This is an optimization exercise on Yosys and OpenROAD, whose aim is small area, not a production implementation.

## lane 1
## decimation_filter
module decimation_filter (
	input mclk1,
	input reset,
	input mdata1,
	output reg [15:0] DATA,
	output reg data_en,
	input [15:0] dec_rate );
==> module decimation_filter, before the edit <==
module decimation_filter (
	input mclk1,
	input reset,
	input mdata1,
	output reg [15:0] DATA,
	output reg data_en,
	input [15:0] dec_rate );
function [36:0] radd;
	input [36:0] a, b;
	input cin;
	integer i;
	reg c;
	begin
		c = cin;
		for (i = 0; i < 37; i = i + 1) begin
			radd[i] = a[i] ^ b[i] ^ c;
			c = (a[i] & b[i]) | (c & (a[i] ^ b[i]));
		end
	end
endfunction
function rcarry;
	input [36:0] a, b;
	input cin;
	input integer k;
	integer i;
	reg c;
	begin
		c = cin;
		for (i = 0; i < 37; i = i + 1)
			if (i < k) c = (a[i] & b[i]) | (c & (a[i] ^ b[i]));
		rcarry = c;
	end
endfunction
wire [7:0] rs = dec_rate[12:5];
wire [6:0] mr = {|dec_rate[12:12], |dec_rate[12:11], |dec_rate[12:10], |dec_rate[12:9],
                 |dec_rate[12:8], |dec_rate[12:7], |dec_rate[12:6]};
wire [11:0] mask = {mr, 5'h1F};
function [23:0] kmux;
	input [7:0] s;
	input [23:0] k0, k1, k2, k3, k4, k5, k6, k7;
	kmux = ({24{s[0]}} & k0) | ({24{s[1]}} & k1) | ({24{s[2]}} & k2) | ({24{s[3]}} & k3)
	     | ({24{s[4]}} & k4) | ({24{s[5]}} & k5) | ({24{s[6]}} & k6) | ({24{s[7]}} & k7);
endfunction
wire [23:0] wa_rst = kmux(rs, 24'd120, 24'd496, 24'd2016, 24'd8128, 24'd32640, 24'd130816, 24'd523776, 24'd2096128);
wire [23:0] wc_rst = kmux(rs, 24'd136, 24'd528, 24'd2080, 24'd8256, 24'd32896, 24'd131328, 24'd524800, 24'd2098176);
wire [23:0] wa_0 = kmux(rs, 24'd528, 24'd2080, 24'd8256, 24'd32896, 24'd131328, 24'd524800, 24'd2098176, 24'd8390656);
wire [23:0] wb_0 = kmux(rs, 24'd496, 24'd2016, 24'd8128, 24'd32640, 24'd130816, 24'd523776, 24'd2096128, 24'd8386560);
localparam K = 16;      
reg [11:0] p;           
reg [23:0] wa;          
reg [22:0] wc;          
reg [1:0] xd;           
reg [2:0] rd;           
reg [36:0] y0;
reg [35:0] y1;
reg [33:0] y2;
reg c0, c1, c2;         
reg [15:0] f1, f2, fd;  
wire x = xd[1];
wire z = (p == 12'd0);            
wire last = &(p | ~mask);         
wire [23:0] da = {12'hFFF, p | ~mask};
wire [23:0] m2l = {mask[11], mask[11], mask[10], mask[10], mask[9], mask[9], mask[8], mask[8],
                   mask[7], mask[7], mask[6], mask[6], mask[5], mask[5], mask[4], mask[4],
                   mask[3], mask[3], mask[2], mask[2], mask[1], mask[1], mask[0], mask[0]};
always @(posedge mclk1) begin
	if (reset) begin
		p <= {dec_rate[12:2], 1'b1};
		data_en <= 1'b0;
		xd <= 2'b00;
		wa <= wa_rst;
		wc <= wc_rst[22:0];
	end else begin
		p <= radd({25'h0, p}, 37'd0, 1'b1) & mask;
		data_en <= z;
		xd <= {xd[0], mdata1};
		if (last) begin
			wa <= wa_0;
			wc <= 23'd0;
		end else begin
			wa <= radd({13'h0, wa}, {13'h0, da}, 1'b0);
			wc <= radd({14'h0, wc}, {25'h0, p}, 1'b0);
		end
	end
end
wire xz = x & z;
wire xn = x & ~z;
wire [23:0] a0 = {24{xn}} & wa;
wire [23:0] a2 = ({24{xz}} & wb_0) | ({24{xn}} & {1'b0, wc});
wire [35:0] p1 = {{12{xn}}, {24{xn}} & ~wa};
wire [35:0] q1 = {12'h000, ({24{xn}} & ~{1'b0, wc} & m2l) | ({24{xz}} & wa_0)};
wire sh = data_en | rd[0] | rd[1] | rd[2];
wire [36:0] b0 = sh ? {1'b0, y1} : y0;
wire bc0 = sh ? c1 : c0;
wire [35:0] b1 = sh ? {2'b00, y2} : y1;
wire bc1 = sh ? c2 : c1;
wire [33:0] b2 = sh ? 34'd0 : y2;
wire bc2 = sh ? 1'b0 : c2;
always @(posedge mclk1) rd <= {rd[1:0], reset};
wire [35:0] s1 = b1 ^ p1 ^ q1;
wire [35:0] k1 = {(b1[34:0] & p1[34:0]) | (b1[34:0] & q1[34:0]) | (p1[34:0] & q1[34:0]), xn};
always @(posedge mclk1) begin
	y0[K-1:0] <= radd(b0, {13'h0, a0}, 1'b0);
	c0        <= rcarry(b0, {13'h0, a0}, 1'b0, K);
	y0[36:K]  <= radd(b0 >> K, {13'h0, a0} >> K, bc0);
	y1[K-1:0] <= radd({1'b0, s1}, {1'b0, k1}, xn);
	c1        <= rcarry({1'b0, s1}, {1'b0, k1}, xn, K);
	y1[35:K]  <= radd({1'b0, s1} >> K, {1'b0, k1} >> K, bc1);
	y2[K-1:0] <= radd({3'h0, b2}, {13'h0, a2}, 1'b0);
	c2        <= rcarry({3'h0, b2}, {13'h0, a2}, 1'b0, K);
	y2[33:K]  <= radd({3'h0, b2} >> K, {13'h0, a2} >> K, bc2);
end
wire [15:0] word =
	  ({16{rs[0]}} & {y0[14:0], 1'b0}) | ({16{rs[1]}} & y0[17:2])  | ({16{rs[2]}} & y0[20:5])
	| ({16{rs[3]}} & y0[23:8])         | ({16{rs[4]}} & y0[26:11]) | ({16{rs[5]}} & y0[29:14])
	| ({16{rs[6]}} & y0[32:17])        | ({16{rs[7]}} & y0[35:20])
	| {16{|(rs & {y0[36], y0[33], y0[30], y0[27], y0[24], y0[21], y0[18], y0[15]})}};
wire mv = (p[11:4] == 8'd1);
reg zf;                 
always @(posedge mclk1) zf <= reset | (zf & ~data_en);
always @(posedge mclk1) begin
	f1 <= {(mv ? fd[0] : f1[0]) & ~zf, f1[15:1]};
	f2 <= {(mv ? f1[0] : f2[0]) & ~zf, f2[15:1]};
	if (data_en)
		fd <= {word[0], word[15:1]};
	else
		fd <= {(mv ? f2[0] : fd[0]) & ~zf, fd[15:1]};
end
always @(*) DATA = fd;
endmodule
==> flow/config.mk <==
export PLATFORM = sky130hd
export DESIGN_NAME = decimation_filter
export DESIGN_NICKNAME = decimation_filter
export VERILOG_FILES = /design/flow/design.v
export SDC_FILE = /design/flow/constraint.sdc
export NUM_CORES = 4
export LEC_CHECK = 0
export CAP_MARGIN = 20
export CORE_MARGIN = 2
export CORE_UTILIZATION = 60
export SLEW_MARGIN = 20
==> flow/constraint.sdc <==
create_clock -name core_clock -period 10.0 [get_ports {mclk1}]
set_input_delay 2.0000 -clock core_clock [delete_from_list [all_inputs] [get_ports {mclk1}]]
set_output_delay 2.0000 -clock core_clock [all_outputs]
set_load 0.01 [all_outputs]
standard.sh (not shown) runs the stock make flow with config.mk's settings and CLKGATE_MAP_FILE= SYNTH_SCRIPT=/design/flow/synth_recipe.tcl, a recipe that flattens the netlist after the stock synthesis.
==> flow/flow/run.sh <==
#!/bin/bash
# Standard ORFS layout (the standard.sh) with two changes:
#  - clock tree synthesis without dummy loads, with small leaf buffers;
#  - port buffers of the smallest buffer cell.
# The make output goes to flow.log in the work folder; ORFS keeps each
# step's own log under orfs/logs.
set -euo pipefail
export CTS_ARGS="-sink_clustering_enable -repair_clock_nets -dont_use_dummy_load -buf_list {sky130_fd_sc_hd__clkbuf_4 sky130_fd_sc_hd__clkbuf_8} -sink_clustering_size 20 -sink_clustering_max_diameter 60"
export BUFFER_PORTS_ARGS="-buffer_cell sky130_fd_sc_hd__buf_1"
bash standard.sh > flow.log 2>&1
Input-level comparison between lane 2 and lane 1:
--- a/flow/design.v
+++ b/flow/design.v
@@ -44,13 +44,13 @@
 wire [23:0] wa_rst = kmux(rs, 24'd120, 24'd496, 24'd2016, 24'd8128, 24'd32640, 24'd130816, 24'd523776, 24'd2096128);
 wire [23:0] wc_rst = kmux(rs, 24'd136, 24'd528, 24'd2080, 24'd8256, 24'd32896, 24'd131328, 24'd524800, 24'd2098176);
 wire [23:0] wa_0 = kmux(rs, 24'd528, 24'd2080, 24'd8256, 24'd32896, 24'd131328, 24'd524800, 24'd2098176, 24'd8390656);
 wire [23:0] wb_0 = kmux(rs, 24'd496, 24'd2016, 24'd8128, 24'd32640, 24'd130816, 24'd523776, 24'd2096128, 24'd8386560);
 localparam K = 16;      
 reg [11:0] p;           
-reg [23:0] wa;          
+reg [22:0] wa;          
 reg [22:0] wc;          
 reg [1:0] xd;           
 reg [2:0] rd;           
 reg [36:0] y0;
 reg [35:0] y1;
 reg [33:0] y2;
@@ -65,33 +65,32 @@
                    mask[3], mask[3], mask[2], mask[2], mask[1], mask[1], mask[0], mask[0]};
 always @(posedge mclk1) begin
 	if (reset) begin
 		p <= {dec_rate[12:2], 1'b1};
 		data_en <= 1'b0;
 		xd <= 2'b00;
-		wa <= wa_rst;
+		wa <= wa_rst[22:0];
 		wc <= wc_rst[22:0];
 	end else begin
 		p <= radd({25'h0, p}, 37'd0, 1'b1) & mask;
 		data_en <= z;
 		xd <= {xd[0], mdata1};
 		if (last) begin
-			wa <= wa_0;
-			wc <= 23'd0;
+			wa <= wa_0[22:0];
+			wc <= wb_0[22:0];
 		end else begin
-			wa <= radd({13'h0, wa}, {13'h0, da}, 1'b0);
-			wc <= radd({14'h0, wc}, {25'h0, p}, 1'b0);
+			wa <= radd({14'h0, wa}, {13'h0, da}, 1'b0);
+			wc <= z ? 23'd0 : radd({14'h0, wc}, {25'h0, p}, 1'b0);
 		end
 	end
 end
-wire xz = x & z;
 wire xn = x & ~z;
-wire [23:0] a0 = {24{xn}} & wa;
-wire [23:0] a2 = ({24{xz}} & wb_0) | ({24{xn}} & {1'b0, wc});
-wire [35:0] p1 = {{12{xn}}, {24{xn}} & ~wa};
-wire [35:0] q1 = {12'h000, ({24{xn}} & ~{1'b0, wc} & m2l) | ({24{xz}} & wa_0)};
+wire [23:0] a0 = {24{xn}} & {1'b0, wa};
+wire [23:0] a2 = {24{x}} & {1'b0, wc};
+wire [35:0] p1 = {{12{xn}}, {24{xn}} & ~{1'b0, wa}};
+wire [35:0] q1 = {12'h000, {24{x}} & ~{1'b0, wc} & m2l};
 wire sh = data_en | rd[0] | rd[1] | rd[2];
 wire [36:0] b0 = sh ? {1'b0, y1} : y0;
 wire bc0 = sh ? c1 : c0;
 wire [35:0] b1 = sh ? {2'b00, y2} : y1;
 wire bc1 = sh ? c2 : c1;
 wire [33:0] b2 = sh ? 34'd0 : y2;
@@ -100,14 +99,14 @@
 wire [35:0] s1 = b1 ^ p1 ^ q1;
 wire [35:0] k1 = {(b1[34:0] & p1[34:0]) | (b1[34:0] & q1[34:0]) | (p1[34:0] & q1[34:0]), xn};
 always @(posedge mclk1) begin
 	y0[K-1:0] <= radd(b0, {13'h0, a0}, 1'b0);
 	c0        <= rcarry(b0, {13'h0, a0}, 1'b0, K);
 	y0[36:K]  <= radd(b0 >> K, {13'h0, a0} >> K, bc0);
-	y1[K-1:0] <= radd({1'b0, s1}, {1'b0, k1}, xn);
-	c1        <= rcarry({1'b0, s1}, {1'b0, k1}, xn, K);
+	y1[K-1:0] <= radd({1'b0, s1}, {1'b0, k1}, x);
+	c1        <= rcarry({1'b0, s1}, {1'b0, k1}, x, K);
 	y1[35:K]  <= radd({1'b0, s1} >> K, {1'b0, k1} >> K, bc1);
 	y2[K-1:0] <= radd({3'h0, b2}, {13'h0, a2}, 1'b0);
 	c2        <= rcarry({3'h0, b2}, {13'h0, a2}, 1'b0, K);
 	y2[33:K]  <= radd({3'h0, b2} >> K, {13'h0, a2} >> K, bc2);
 end
 wire [15:0] word =
--- outcome ---
Going from lane 1 to lane 2, count of multi-input gates lower, global-route usage shows an increase of 0.81 points, ratio of cells with drive above 1 in the final layout saw an increase, height of the die now smaller. Looking at most congested layer reported by global routing, the met2 result is from lane 2; the met1 one comes from lane 1. Placed instance area in lane 2 is about 2% lower than in lane 1. Share of the core filled with cells for lane 2 is higher than for lane 1. Diff lane 1 -> lane 2: final cell count without fillers decreased 3.8%; number of storage elements in the synthesis netlist decreased 0.45%; synthesis-to-layout area growth increased 0.59 points; met2 routed wirelength increased 5.7%. Of lane 2 and lane 1, the run reporting the higher slack of the critical path was lane 2.
Function was not checked in any run of this note: the RTL went through the layout flow alone.

-- afterwards: timing with drivers on the ports --
The flow's constraints put no driver on any port. The routed layouts listed below were extracted and timed again, unchanged, in two steps. Step 1 (the two cells are an assumption about what drives the block):
set clk [get_ports {mclk1}]
set_driving_cell -lib_cell sky130_fd_sc_hd__clkbuf_16 $clk
set_driving_cell -lib_cell sky130_fd_sc_hd__buf_2 [delete_from_list [all_inputs] $clk]
Step 2 times the ports against the registers' clock, not the clock port: input delays grow and output delays shrink by t, the midpoint of the rising clock arrivals with the driver on. Three values: no drivers, after step 1, after step 2; two values: the first two.
| run | shift t [ns] | setup WS [ns] | cell pins on the clock port's net |
|---|---|---|---|
| lane 1 | 0.570 | 0.825 / 0.844 / 0.274 | 1 |
| lane 2 | 0.569 | 0.882 / 0.904 / 0.335 | 1 |
After both steps setup and hold are still met in every run listed. For lane 1, which loses most, drivers alone change the setup slack by +0.019 ns; drivers and shift together by -0.551 ns.
